What follows belongs to an exercise in optimizing a design on an open flow for small area, a short achievable clock period and few clock cycles; a production flow would make more cautious choices. The RTL of this run was laid out without a check of its function. Power and IR drop assume default switching activity.

==> design/flow/design.v <==
module Bin2BCD(
    input clk,
    input rst,
    input en,
    input [11:0] bin_d_in,
    output [15:0] bcd_d_out,
    output rdy
    );
    wire [14:0] mid;
    wire p_new_n28, p_new_n29, p_new_n30, p_new_n31, p_new_n32, p_new_n33, p_new_n34, p_new_n35, p_new_n36, p_new_n37, p_new_n38, p_new_n39, p_new_n40, p_new_n41, p_new_n42, p_new_n43, p_new_n44, p_new_n45, p_new_n46, p_new_n47, p_new_n48, p_new_n49, p_new_n50, p_new_n51, p_new_n52, p_new_n53, p_new_n54, p_new_n55, p_new_n56, p_new_n57, p_new_n58, p_new_n59, p_new_n60, p_new_n61, p_new_n62, p_new_n63, p_new_n64, p_new_n65, p_new_n66, p_new_n67, p_new_n68, p_new_n69, p_new_n70, p_new_n71, p_new_n72, p_new_n73, p_new_n74, p_new_n75, p_new_n76, p_new_n77, p_new_n78, p_new_n79, p_new_n80, p_new_n81, p_new_n82, p_new_n83, p_new_n84, p_new_n85, p_new_n86, p_new_n87, p_new_n88, p_new_n89, p_new_n90, p_new_n91, p_new_n92, p_new_n93, p_new_n94, p_new_n95, p_new_n96, p_new_n97, p_new_n98, p_new_n99, p_new_n100, p_new_n101, p_new_n102, p_new_n103, p_new_n104, p_new_n105, p_new_n106, p_new_n107, p_new_n108, p_new_n109, p_new_n110, p_new_n111, p_new_n112, p_new_n113, p_new_n114, p_new_n115, p_new_n117, p_new_n118, p_new_n119, p_new_n121, p_new_n122, p_new_n123, p_new_n125, p_new_n127, p_new_n128, p_new_n129, p_new_n130, p_new_n131, p_new_n132, p_new_n133, p_new_n134, p_new_n135, p_new_n136, p_new_n137, p_new_n138, p_new_n139, p_new_n140, p_new_n141, p_new_n142, p_new_n143, p_new_n144, p_new_n145, p_new_n146, p_new_n147, p_new_n148, p_new_n149, p_new_n150, p_new_n151, p_new_n152, p_new_n153, p_new_n154, p_new_n155, p_new_n156, p_new_n157, p_new_n158, p_new_n159, p_new_n160, p_new_n161, p_new_n162, p_new_n163, p_new_n164, p_new_n165, p_new_n166, p_new_n167, p_new_n168, p_new_n169, p_new_n170, p_new_n171, p_new_n172, p_new_n173, p_new_n174, p_new_n175, p_new_n176, p_new_n177, p_new_n178, p_new_n179, p_new_n180, p_new_n181, p_new_n182, p_new_n183, p_new_n185, p_new_n186, p_new_n187, p_new_n189, p_new_n190, p_new_n191, p_new_n193, p_new_n195, p_new_n196, p_new_n197, p_new_n198, p_new_n200, p_new_n201;
    assign p_new_n28 = ~bin_d_in[8] & bin_d_in[10];
    assign p_new_n29 = ~bin_d_in[11] & p_new_n28;
    assign p_new_n30 = bin_d_in[8] & ~bin_d_in[10];
    assign p_new_n31 = ~p_new_n29 & ~p_new_n30;
    assign p_new_n32 = bin_d_in[9] & ~p_new_n31;
    assign p_new_n33 = bin_d_in[8] & bin_d_in[10];
    assign p_new_n34 = ~bin_d_in[8] & ~bin_d_in[10];
    assign p_new_n35 = ~p_new_n33 & ~p_new_n34;
    assign p_new_n36 = bin_d_in[11] & ~p_new_n35;
    assign p_new_n37 = ~bin_d_in[9] & p_new_n36;
    assign p_new_n38 = ~bin_d_in[11] & p_new_n30;
    assign p_new_n39 = ~p_new_n37 & ~p_new_n38;
    assign p_new_n40 = ~p_new_n32 & p_new_n39;
    assign p_new_n41 = bin_d_in[9] & bin_d_in[11];
    assign p_new_n42 = ~bin_d_in[9] & ~bin_d_in[11];
    assign p_new_n43 = ~p_new_n41 & ~p_new_n42;
    assign p_new_n44 = bin_d_in[10] & ~p_new_n43;
    assign p_new_n45 = ~bin_d_in[8] & p_new_n44;
    assign p_new_n46 = ~bin_d_in[10] & bin_d_in[11];
    assign p_new_n47 = bin_d_in[8] & ~bin_d_in[9];
    assign p_new_n48 = p_new_n46 & p_new_n47;
    assign p_new_n49 = ~p_new_n45 & ~p_new_n48;
    assign p_new_n50 = ~bin_d_in[11] & ~p_new_n28;
    assign p_new_n51 = bin_d_in[9] & ~p_new_n50;
    assign p_new_n52 = bin_d_in[11] & ~p_new_n30;
    assign p_new_n53 = ~bin_d_in[9] & ~p_new_n52;
    assign p_new_n54 = ~p_new_n51 & ~p_new_n53;
    assign p_new_n55 = ~p_new_n40 & p_new_n54;
    assign p_new_n56 = p_new_n49 & ~p_new_n55;
    assign p_new_n57 = ~bin_d_in[7] & ~p_new_n56;
    assign p_new_n58 = bin_d_in[7] & ~p_new_n54;
    assign p_new_n59 = p_new_n49 & p_new_n58;
    assign p_new_n60 = ~p_new_n57 & ~p_new_n59;
    assign p_new_n61 = bin_d_in[7] & ~p_new_n49;
    assign p_new_n62 = ~bin_d_in[7] & p_new_n40;
    assign p_new_n63 = p_new_n54 & p_new_n62;
    assign p_new_n64 = ~p_new_n61 & ~p_new_n63;
    assign p_new_n65 = ~bin_d_in[7] & ~p_new_n49;
    assign p_new_n66 = ~bin_d_in[7] & p_new_n54;
    assign p_new_n67 = ~p_new_n40 & ~p_new_n66;
    assign p_new_n68 = ~p_new_n65 & ~p_new_n67;
    assign p_new_n69 = bin_d_in[6] & p_new_n68;
    assign p_new_n70 = p_new_n64 & p_new_n69;
    assign p_new_n71 = ~p_new_n60 & ~p_new_n68;
    assign p_new_n72 = p_new_n64 & ~p_new_n71;
    assign p_new_n73 = ~bin_d_in[6] & ~p_new_n72;
    assign p_new_n74 = ~p_new_n70 & ~p_new_n73;
    assign p_new_n75 = bin_d_in[6] & ~p_new_n64;
    assign p_new_n76 = ~bin_d_in[6] & p_new_n60;
    assign p_new_n77 = ~p_new_n68 & p_new_n76;
    assign p_new_n78 = ~p_new_n75 & ~p_new_n77;
    assign p_new_n79 = ~bin_d_in[6] & ~p_new_n68;
    assign p_new_n80 = ~p_new_n60 & ~p_new_n79;
    assign p_new_n81 = ~bin_d_in[6] & ~p_new_n64;
    assign p_new_n82 = ~p_new_n80 & ~p_new_n81;
    assign p_new_n83 = ~p_new_n74 & ~p_new_n82;
    assign p_new_n84 = p_new_n78 & ~p_new_n83;
    assign p_new_n85 = ~bin_d_in[5] & ~p_new_n84;
    assign p_new_n86 = bin_d_in[5] & p_new_n82;
    assign p_new_n87 = p_new_n78 & p_new_n86;
    assign p_new_n88 = ~p_new_n85 & ~p_new_n87;
    assign p_new_n89 = bin_d_in[5] & ~p_new_n78;
    assign p_new_n90 = ~bin_d_in[5] & p_new_n74;
    assign p_new_n91 = ~p_new_n82 & p_new_n90;
    assign p_new_n92 = ~p_new_n89 & ~p_new_n91;
    assign p_new_n93 = ~bin_d_in[5] & ~p_new_n78;
    assign p_new_n94 = ~bin_d_in[5] & ~p_new_n82;
    assign p_new_n95 = ~p_new_n74 & ~p_new_n94;
    assign p_new_n96 = ~p_new_n93 & ~p_new_n95;
    assign p_new_n97 = ~p_new_n88 & ~p_new_n96;
    assign p_new_n98 = p_new_n92 & ~p_new_n97;
    assign p_new_n99 = ~bin_d_in[4] & ~p_new_n98;
    assign p_new_n100 = bin_d_in[4] & p_new_n96;
    assign p_new_n101 = p_new_n92 & p_new_n100;
    assign p_new_n102 = ~p_new_n99 & ~p_new_n101;
    assign p_new_n103 = bin_d_in[4] & ~p_new_n92;
    assign p_new_n104 = ~bin_d_in[4] & p_new_n88;
    assign p_new_n105 = ~p_new_n96 & p_new_n104;
    assign p_new_n106 = ~p_new_n103 & ~p_new_n105;
    assign p_new_n107 = ~bin_d_in[4] & ~p_new_n92;
    assign p_new_n108 = ~bin_d_in[4] & ~p_new_n96;
    assign p_new_n109 = ~p_new_n88 & ~p_new_n108;
    assign p_new_n110 = ~p_new_n107 & ~p_new_n109;
    assign p_new_n111 = ~p_new_n102 & ~p_new_n110;
    assign p_new_n112 = p_new_n106 & ~p_new_n111;
    assign p_new_n113 = ~bin_d_in[3] & ~p_new_n112;
    assign p_new_n114 = bin_d_in[3] & p_new_n110;
    assign p_new_n115 = p_new_n106 & p_new_n114;
    assign mid[3] = p_new_n113 | p_new_n115;
    assign p_new_n117 = ~bin_d_in[3] & ~p_new_n110;
    assign p_new_n118 = ~p_new_n102 & ~p_new_n117;
    assign p_new_n119 = ~bin_d_in[3] & ~p_new_n106;
    assign mid[4] = p_new_n118 | p_new_n119;
    assign p_new_n121 = bin_d_in[3] & ~p_new_n106;
    assign p_new_n122 = ~bin_d_in[3] & p_new_n102;
    assign p_new_n123 = ~p_new_n110 & p_new_n122;
    assign mid[5] = p_new_n121 | p_new_n123;
    assign p_new_n125 = ~p_new_n110 & ~p_new_n122;
    assign mid[6] = ~p_new_n106 | p_new_n125;
    assign p_new_n127 = ~bin_d_in[9] & ~bin_d_in[10];
    assign p_new_n128 = bin_d_in[11] & ~p_new_n127;
    assign p_new_n129 = ~bin_d_in[9] & p_new_n46;
    assign p_new_n130 = bin_d_in[9] & ~bin_d_in[11];
    assign p_new_n131 = ~bin_d_in[9] & bin_d_in[11];
    assign p_new_n132 = bin_d_in[8] & ~p_new_n131;
    assign p_new_n133 = ~p_new_n130 & ~p_new_n132;
    assign p_new_n134 = bin_d_in[10] & ~p_new_n133;
    assign p_new_n135 = ~p_new_n129 & ~p_new_n134;
    assign p_new_n136 = ~p_new_n128 & ~p_new_n135;
    assign p_new_n137 = p_new_n54 & ~p_new_n62;
    assign p_new_n138 = p_new_n49 & ~p_new_n137;
    assign p_new_n139 = bin_d_in[8] & bin_d_in[9];
    assign p_new_n140 = bin_d_in[10] & p_new_n139;
    assign p_new_n141 = p_new_n138 & ~p_new_n140;
    assign p_new_n142 = p_new_n128 & p_new_n141;
    assign p_new_n143 = ~p_new_n68 & ~p_new_n76;
    assign p_new_n144 = p_new_n64 & ~p_new_n143;
    assign p_new_n145 = p_new_n54 & p_new_n136;
    assign p_new_n146 = ~p_new_n142 & ~p_new_n145;
    assign p_new_n147 = p_new_n144 & ~p_new_n146;
    assign p_new_n148 = ~p_new_n142 & ~p_new_n144;
    assign p_new_n149 = ~p_new_n136 & p_new_n148;
    assign p_new_n150 = ~p_new_n147 & ~p_new_n149;
    assign p_new_n151 = ~p_new_n128 & ~p_new_n138;
    assign p_new_n152 = p_new_n128 & p_new_n140;
    assign p_new_n153 = ~p_new_n151 & ~p_new_n152;
    assign p_new_n154 = p_new_n142 & ~p_new_n144;
    assign p_new_n155 = p_new_n136 & p_new_n144;
    assign p_new_n156 = p_new_n153 & p_new_n155;
    assign p_new_n157 = ~p_new_n154 & ~p_new_n156;
    assign p_new_n158 = p_new_n142 & p_new_n144;
    assign p_new_n159 = ~p_new_n153 & ~p_new_n155;
    assign p_new_n160 = ~p_new_n158 & ~p_new_n159;
    assign p_new_n161 = ~p_new_n82 & ~p_new_n90;
    assign p_new_n162 = p_new_n78 & ~p_new_n161;
    assign p_new_n163 = ~p_new_n150 & ~p_new_n160;
    assign p_new_n164 = p_new_n157 & ~p_new_n163;
    assign p_new_n165 = p_new_n162 & ~p_new_n164;
    assign p_new_n166 = p_new_n160 & ~p_new_n162;
    assign p_new_n167 = p_new_n157 & p_new_n166;
    assign p_new_n168 = ~p_new_n165 & ~p_new_n167;
    assign p_new_n169 = ~p_new_n157 & ~p_new_n162;
    assign p_new_n170 = p_new_n150 & p_new_n162;
    assign p_new_n171 = ~p_new_n160 & p_new_n170;
    assign p_new_n172 = ~p_new_n169 & ~p_new_n171;
    assign p_new_n173 = ~p_new_n157 & p_new_n162;
    assign p_new_n174 = ~p_new_n160 & p_new_n162;
    assign p_new_n175 = ~p_new_n150 & ~p_new_n174;
    assign p_new_n176 = ~p_new_n173 & ~p_new_n175;
    assign p_new_n177 = ~p_new_n96 & ~p_new_n104;
    assign p_new_n178 = p_new_n92 & ~p_new_n177;
    assign p_new_n179 = ~p_new_n168 & ~p_new_n176;
    assign p_new_n180 = p_new_n172 & ~p_new_n179;
    assign p_new_n181 = p_new_n178 & ~p_new_n180;
    assign p_new_n182 = p_new_n176 & ~p_new_n178;
    assign p_new_n183 = p_new_n172 & p_new_n182;
    assign mid[7] = p_new_n181 | p_new_n183;
    assign p_new_n185 = ~p_new_n176 & p_new_n178;
    assign p_new_n186 = ~p_new_n168 & ~p_new_n185;
    assign p_new_n187 = ~p_new_n172 & p_new_n178;
    assign mid[8] = p_new_n186 | p_new_n187;
    assign p_new_n189 = ~p_new_n172 & ~p_new_n178;
    assign p_new_n190 = p_new_n168 & p_new_n178;
    assign p_new_n191 = ~p_new_n176 & p_new_n190;
    assign mid[9] = p_new_n189 | p_new_n191;
    assign p_new_n193 = ~p_new_n176 & ~p_new_n190;
    assign mid[10] = ~p_new_n172 | p_new_n193;
    assign p_new_n195 = ~p_new_n160 & ~p_new_n170;
    assign p_new_n196 = p_new_n157 & ~p_new_n195;
    assign p_new_n197 = p_new_n135 & p_new_n138;
    assign p_new_n198 = p_new_n128 & ~p_new_n197;
    assign mid[11] = ~p_new_n196 & ~p_new_n198;
    assign p_new_n200 = p_new_n144 & p_new_n153;
    assign p_new_n201 = p_new_n136 & ~p_new_n200;
    assign mid[12] = p_new_n142 | p_new_n201;
    assign mid[13] = p_new_n196 & p_new_n198;
    assign mid[14] = ~p_new_n196 & p_new_n198;
    assign mid[0] = bin_d_in[0];
    assign mid[1] = bin_d_in[1];
    assign mid[2] = bin_d_in[2];
    reg [14:0] mid_q;
    reg        rdy_q;
    always @(posedge clk) begin
        if (en) mid_q <= mid;
        rdy_q <= en & ~rst;
    end
    wire q_new_n33, q_new_n34, q_new_n35, q_new_n36, q_new_n37, q_new_n38, q_new_n39, q_new_n40, q_new_n41, q_new_n42, q_new_n43, q_new_n44, q_new_n46, q_new_n47, q_new_n48, q_new_n50, q_new_n51, q_new_n53, q_new_n54, q_new_n56, q_new_n57, q_new_n58, q_new_n59, q_new_n60, q_new_n61, q_new_n62, q_new_n63, q_new_n64, q_new_n65, q_new_n66, q_new_n67, q_new_n68, q_new_n69, q_new_n70, q_new_n71, q_new_n73, q_new_n75, q_new_n76, q_new_n77, q_new_n78, q_new_n80, q_new_n81, q_new_n83, q_new_n84, q_new_n85, q_new_n86, q_new_n87, q_new_n88, q_new_n89, q_new_n90, q_new_n91, q_new_n92, q_new_n93, q_new_n94, q_new_n96, q_new_n97, q_new_n98, q_new_n100, q_new_n101, q_new_n103, q_new_n104, q_new_n106;
    assign q_new_n33 = ~mid_q[2] & mid_q[4];
    assign q_new_n34 = ~mid_q[3] & q_new_n33;
    assign q_new_n35 = mid_q[2] & mid_q[5];
    assign q_new_n36 = ~q_new_n34 & ~q_new_n35;
    assign q_new_n37 = mid_q[3] & q_new_n33;
    assign q_new_n38 = mid_q[2] & ~mid_q[4];
    assign q_new_n39 = ~mid_q[5] & ~q_new_n38;
    assign q_new_n40 = ~q_new_n35 & ~q_new_n39;
    assign q_new_n41 = ~q_new_n37 & ~q_new_n40;
    assign q_new_n42 = ~mid_q[1] & q_new_n41;
    assign q_new_n43 = q_new_n36 & ~q_new_n42;
    assign q_new_n44 = ~mid_q[1] & ~mid_q[3];
    assign bcd_d_out[3] = ~q_new_n43 & ~q_new_n44;
    assign q_new_n46 = mid_q[3] & ~q_new_n33;
    assign q_new_n47 = ~bcd_d_out[3] & q_new_n46;
    assign q_new_n48 = ~mid_q[5] & ~q_new_n34;
    assign bcd_d_out[4] = q_new_n47 | ~q_new_n48;
    assign q_new_n50 = ~mid_q[1] & bcd_d_out[4];
    assign q_new_n51 = mid_q[1] & ~bcd_d_out[4];
    assign bcd_d_out[1] = q_new_n50 | q_new_n51;
    assign q_new_n53 = ~q_new_n41 & ~q_new_n50;
    assign q_new_n54 = ~mid_q[1] & ~q_new_n36;
    assign bcd_d_out[2] = q_new_n53 | q_new_n54;
    assign q_new_n56 = mid_q[4] & ~q_new_n34;
    assign q_new_n57 = ~mid_q[5] & ~q_new_n56;
    assign q_new_n58 = mid_q[6] & ~mid_q[8];
    assign q_new_n59 = mid_q[7] & q_new_n58;
    assign q_new_n60 = ~mid_q[6] & ~mid_q[7];
    assign q_new_n61 = mid_q[8] & q_new_n60;
    assign q_new_n62 = ~mid_q[9] & ~q_new_n61;
    assign q_new_n63 = ~q_new_n59 & q_new_n62;
    assign q_new_n64 = q_new_n57 & ~q_new_n63;
    assign q_new_n65 = ~mid_q[9] & q_new_n58;
    assign q_new_n66 = mid_q[8] & ~q_new_n60;
    assign q_new_n67 = ~mid_q[9] & ~q_new_n66;
    assign q_new_n68 = ~mid_q[6] & ~q_new_n67;
    assign q_new_n69 = ~q_new_n65 & ~q_new_n68;
    assign q_new_n70 = mid_q[7] & q_new_n69;
    assign q_new_n71 = ~q_new_n57 & q_new_n70;
    assign bcd_d_out[8] = ~q_new_n63 | q_new_n71;
    assign q_new_n73 = ~q_new_n57 & ~bcd_d_out[8];
    assign bcd_d_out[5] = q_new_n64 | q_new_n73;
    assign q_new_n75 = ~q_new_n64 & q_new_n69;
    assign q_new_n76 = ~mid_q[6] & ~q_new_n61;
    assign q_new_n77 = ~q_new_n62 & ~q_new_n76;
    assign q_new_n78 = q_new_n64 & ~q_new_n77;
    assign bcd_d_out[6] = ~q_new_n75 & ~q_new_n78;
    assign q_new_n80 = q_new_n57 & ~q_new_n70;
    assign q_new_n81 = ~q_new_n57 & ~q_new_n77;
    assign bcd_d_out[7] = ~q_new_n80 & ~q_new_n81;
    assign q_new_n83 = ~mid_q[11] & q_new_n67;
    assign q_new_n84 = ~mid_q[10] & mid_q[12];
    assign q_new_n85 = mid_q[11] & q_new_n84;
    assign q_new_n86 = mid_q[10] & mid_q[13];
    assign q_new_n87 = mid_q[10] & ~mid_q[12];
    assign q_new_n88 = ~mid_q[13] & ~q_new_n87;
    assign q_new_n89 = ~q_new_n86 & ~q_new_n88;
    assign q_new_n90 = ~q_new_n85 & ~q_new_n89;
    assign q_new_n91 = q_new_n67 & q_new_n90;
    assign q_new_n92 = ~mid_q[11] & q_new_n84;
    assign q_new_n93 = ~q_new_n86 & ~q_new_n92;
    assign q_new_n94 = ~q_new_n91 & q_new_n93;
    assign bcd_d_out[11] = ~q_new_n83 & ~q_new_n94;
    assign q_new_n96 = mid_q[11] & ~q_new_n84;
    assign q_new_n97 = ~bcd_d_out[11] & q_new_n96;
    assign q_new_n98 = ~mid_q[13] & ~q_new_n92;
    assign bcd_d_out[12] = q_new_n97 | ~q_new_n98;
    assign q_new_n100 = q_new_n67 & bcd_d_out[12];
    assign q_new_n101 = ~q_new_n67 & ~bcd_d_out[12];
    assign bcd_d_out[9] = q_new_n100 | q_new_n101;
    assign q_new_n103 = q_new_n90 & ~q_new_n100;
    assign q_new_n104 = q_new_n94 & q_new_n100;
    assign bcd_d_out[10] = ~q_new_n103 & ~q_new_n104;
    assign q_new_n106 = mid_q[12] & ~q_new_n92;
    assign bcd_d_out[13] = mid_q[13] | q_new_n106;
    assign bcd_d_out[15] = 1'b0;
    assign bcd_d_out[0] = mid_q[0];
    assign bcd_d_out[14] = mid_q[14];
    assign rdy = rdy_q;
endmodule
==> design/flow/flow/run.sh <==
#!/bin/bash
set -euo pipefail
bash standard.sh synth > synth.log 2>&1
export BUFFER_PORTS_ARGS="-buffer_cell sky130_fd_sc_hd__buf_1"
export DONT_USE_CELLS="sky130_fd_sc_hd__clkdlybuf4s50_1 sky130_fd_sc_hd__clkdlybuf4s50_2 sky130_fd_sc_hd__clkdlybuf4s25_1 sky130_fd_sc_hd__clkdlybuf4s25_2 sky130_fd_sc_hd__clkdlybuf4s15_1 sky130_fd_sc_hd__clkdlybuf4s15_2 sky130_fd_sc_hd__clkdlybuf4s18_1 sky130_fd_sc_hd__clkdlybuf4s18_2 sky130_fd_sc_hd__dlymetal6s2s_1 sky130_fd_sc_hd__dlymetal6s4s_1 sky130_fd_sc_hd__dlymetal6s6s_1 sky130_fd_sc_hd__dlygate4sd1_1 sky130_fd_sc_hd__dlygate4sd2_1 sky130_fd_sc_hd__dlygate4sd3_1"
bash standard.sh > layout.log 2>&1
==> design/flow/standard.sh <==
#!/bin/bash
# synth_recipe.tcl (not shown) runs the flow's synth.tcl, then flattens the netlist and writes it again
# the make line also repeats each setting of config.mk as NAME=value (left out here)
make -C /OpenROAD-flow-scripts/flow DESIGN_CONFIG=/design/flow/config.mk WORK_HOME=/design/flow/orfs CLKGATE_MAP_FILE= SYNTH_SCRIPT=/design/flow/synth_recipe.tcl "${@:-finish}"
==> design/flow/config.mk <==
export PLATFORM = sky130hd
export DESIGN_NAME = Bin2BCD
export DESIGN_NICKNAME = Bin2BCD
export VERILOG_FILES = /design/flow/design.v
export SDC_FILE = /design/flow/constraint.sdc
export NUM_CORES = 4
export LEC_CHECK = 0
export ABC_AREA = 1
export CAP_MARGIN = 20
export CORE_MARGIN = 2
export CORE_UTILIZATION = 40
export CTS_BUF_LIST = sky130_fd_sc_hd__clkbuf_4
export CTS_CLUSTER_DIAMETER = 100
export CTS_CLUSTER_SIZE = 30
export SETUP_SLACK_MARGIN = 0.3
export SLEW_MARGIN = 20
==> design/flow/constraint.sdc <==
create_clock -name core_clock -period 3.0 [get_ports {clk}]
set_input_delay 0.6000 -clock core_clock [delete_from_list [all_inputs] [get_ports {clk}]]
set_output_delay 0.6000 -clock core_clock [all_outputs]
set_load 0.01 [all_outputs]
==> run summary <==
==> area by class of cell <==
type	count	area, um2	area share
multi-input cells	198	1040	0.539
flip-flops and latches	16	470	0.245
inverters	54	203	0.105
repair buffers	31	124	0.0644
well taps	50	62.6	0.0325
clock buffers	3	22.5	0.0117
clock inverters	1	3.75	0.00195
==> placed cells by master (no fill, tap or decap), drive strengths merged, types with 6 or more instances in the layout <==
cell | netlist | layout
a21oi | 13 | 13
buf | 3 | 28
clkbuf | 0 | 6
edfxtp | 15 | 15
ha | 6 | 6
inv | 52 | 52
nand2 | 91 | 91
nand3 | 29 | 29
nor2 | 31 | 31
o21ai | 17 | 17
==> state kept, by name (all words and copies together) (netlist names) <==
signal / cells
mid_q: 15
rdy_q: 1
==> final timing paths <==
kind | startpoint | end | slack, ns | cells after the start
setup / recovery | mid_q[6] | bcd_d_out[10] | 0.52 | 9
hold / removal | rst | rdy_q | 0.47 | 2
==> metrics by stage <==
step / util / instances / worst slack [ns] / cell area (um2)
floorplan: - / 271 / 0.603 / 1730
global placement: 0.461 / 348 / 0.180 / 1880
detailed placement: 0.461 / 348 / 0.161 / 1880
CTS: 0.467 / 352 / 0.357 / 1910
global route: 0.471 / 353 / 0.299 / 1920
finish: 0.471 / 353 / 0.524 / 1920
==> worst max-delay path: cells and delay by family, from the launching register on <==
family	cells	cell delay (ns)
compound gates	2	0.34
fa+ha+maj	1	0.17
simple gates	3	0.25
buf+inv	2	0.27
flops	1	0.40
mux	1	0.17
==> what timing repair did <==
action | in CTS | in global routing
endpoints found under the hold margin | 0 | 0
setup endpoints to repair | 0 | 7
buffers inserted | 0 | 1
resized for setup | 0 | 6
hold buffers | 0 | 0
==> power by group through the flow <==
stage | Sequential, mW | Combinational (mW) | Clock [mW]
2_1_floorplan | 0.318 | 0.401 | 0
3_3_place_gp | 0.323 | 0.509 | 0
5_1_grt | 0.323 | 0.600 | 0.122
6_report | 0.318 | 0.515 | 0.106
3_5_place_dp | 0.324 | 0.510 | 0
4_1_cts | 0.318 | 0.512 | 0.113
==> per-layer routing <==
metal,GRT usage,share of wire
met1,0.172,0.54
met2,0.214,0.43
met3,0.00872,0.023
met4,0.0385,0.0087
met5,0,0
==> logic make-up after synthesis <==
group | Yosys count | synth area share
AOI/OAI and AO/OA | 33 | 0.103
muxes | 1 | 0.00579
buffers and inverters | 57 | 0.130
and+or+nand+nor | 157 | 0.443
other | 1 | 0.00217
adders and majority gates | 6 | 0.0434
DFF | 16 | 0.272
==> results.sh <==
export IMPL_seqPwrFrac=0.338
export IMPL_p_int_uw=522
export IMPL_clock_path_buffers=2
export IMPL_die_area_mm2=0.00487
export IMPL_p_sw_uw=418
export IMPL_setup_viol=0
export IMPL_power_leakage_nw=0.998
export IMPL_antenna_found_initial=0
export IMPL_root_buffer="clkbuf_4"
export IMPL_synthesis_area_mm2=0.00173
export IMPL_ys_warn_count=1
export IMPL_ys_top_cells_by_area="edfxtp_1 (26%), nand2_1 (15%), inv_1 (9.1%), nand2_2 (7.2%), nand3_1 (7.2%)"
export IMPL_track_usage=0.126
export IMPL_hpwl_um=2550
export IMPL_cts_sinks=16
export IMPL_maxSlewHeadroom=0.480
export IMPL_yosys_register_bits=16
export IMPL_tns_ns=0
export IMPL_vias=1621
export IMPL_rsz0062_at_grt="no"
export IMPL_n_fill_cell=434
export IMPL_nets=325
export IMPL_crit_path_end_kind="output port"
export IMPL_arrival_ns=1.88
export IMPL_die_y_um=69.8
export IMPL_synth_commonest_cells="nand2_1 (70), inv_1 (42), nand3_1 (25), nor2_1 (21), nand2_2 (20)"
export IMPL_clkSlewWorstSetupHoldPaths_ns=0.08
export IMPL_yosysMostFrequentCell="nand2_1"
export IMPL_max_cap_violations=0
export IMPL_route_final_wire_length_um=2990
export IMPL_synth_seq_area_share=0.272
export IMPL_p_clk_frac=0.113
export IMPL_period_needed_ns=2.48
export IMPL_final_antenna_net_count=0
export IMPL_drt_pass1_iterations=4
export IMPL_cp_cell_sequence="nor2_1 > o21ai_1 > inv_1 > a21oi_2 > nand3_1 > nand3_1 > ha_1 > mux2i_1 > buf_1"
export IMPL_vdd_drop_max_uv=176
export IMPL_synth_top_area_frac=0.260
export IMPL_io_buffers=30
export IMPL_cp_common_cell="nand3_1"
export IMPL_die_w_um=69.8
export IMPL_grt_max_degree=17
export IMPL_crit_slowest_cell="edfxtp_1"
export IMPL_area_growth_syn_to_layout_pct=11.2
export IMPL_clock_fmax_mhz=404
export IMPL_cts_tree="done"
export IMPL_grt_pass1_vias=1360
export IMPL_rows=23
export IMPL_drt_iter0_drc=37
export IMPL_min_path_type="input pin to register"
export IMPL_p_total_uw=940
export IMPL_overflow=0
export IMPL_grt_pass1_wl_um=5350
export IMPL_combPwrFrac=0.549
export IMPL_slew_violations=0
export IMPL_coreArea_mm2=0.00409
export IMPL_antenna_cells=0
export IMPL_syn_inst=271
export IMPL_final_hold_viol_count=0
export IMPL_routedWlPerCell_um=8.46
export IMPL_cp_max_fo=3
export IMPL_via_per_inst=4.59
export IMPL_async_flop_share=0
export IMPL_syn_nets=292
export IMPL_gp_congestion=0.878
export IMPL_synth_edf_count=15
export IMPL_start_kind="register"
export IMPL_powerDensity_mw_per_mm2=489
export IMPL_holdWs_ns=0.471
export IMPL_synthFlopType="edfxtp_1"
export IMPL_drive_gt1_frac=0.185
export IMPL_fin_crit_sh=0.825
export IMPL_io_pin_count=32
export IMPL_htree_levels=1
export IMPL_tightestPinTransition_ns=0.780
export IMPL_cpPeakStageDelay_ns=0.40
export IMPL_initial_core_util=0.423
export IMPL_swShare=0.444
export IMPL_worstSetupPathType="register to output port"
export IMPL_avgSynthCellArea_um2=6.38
export IMPL_synth_area_leader_cell="edfxtp_1"
export IMPL_synth_distinct_cells=27
export IMPL_cp_required_ns=2.40
export IMPL_status="timing/DRC/antenna clean"
export IMPL_cts_made_buffers=3
export IMPL_drc=0

-- afterwards: timing with drivers on the ports --
How much do the figures lean on ideal ports? The routed layout below was timed once more, with nothing changed but the port constraints. Step 1: set_driving_cell puts a clkbuf_16 on clk and a buf_2 on each other input, an assumption about the parent block. Step 2 adds t to the input delays and takes it off the output delays; t is the mean of the earliest and latest rising clock arrival at the registers after step 1. Input paths then give back, and output paths get back, about the clock's delay inside the block. Three values: no drivers, after step 1, after step 2; two values: the first two.
t, ns: 0.290
setup slack, ns: 0.524 / 0.505 / 0.254
hold WS [ns]: 0.471 / 0.480 / 0.771
worst register clock-pin slew, ns: 0.08 / 0.08
worst data-port slew with drivers (ns): 0.03
After both steps this run still meets setup and hold. The setup slack of this run moves by -0.019 ns with the drivers and by -0.270 ns with both steps.
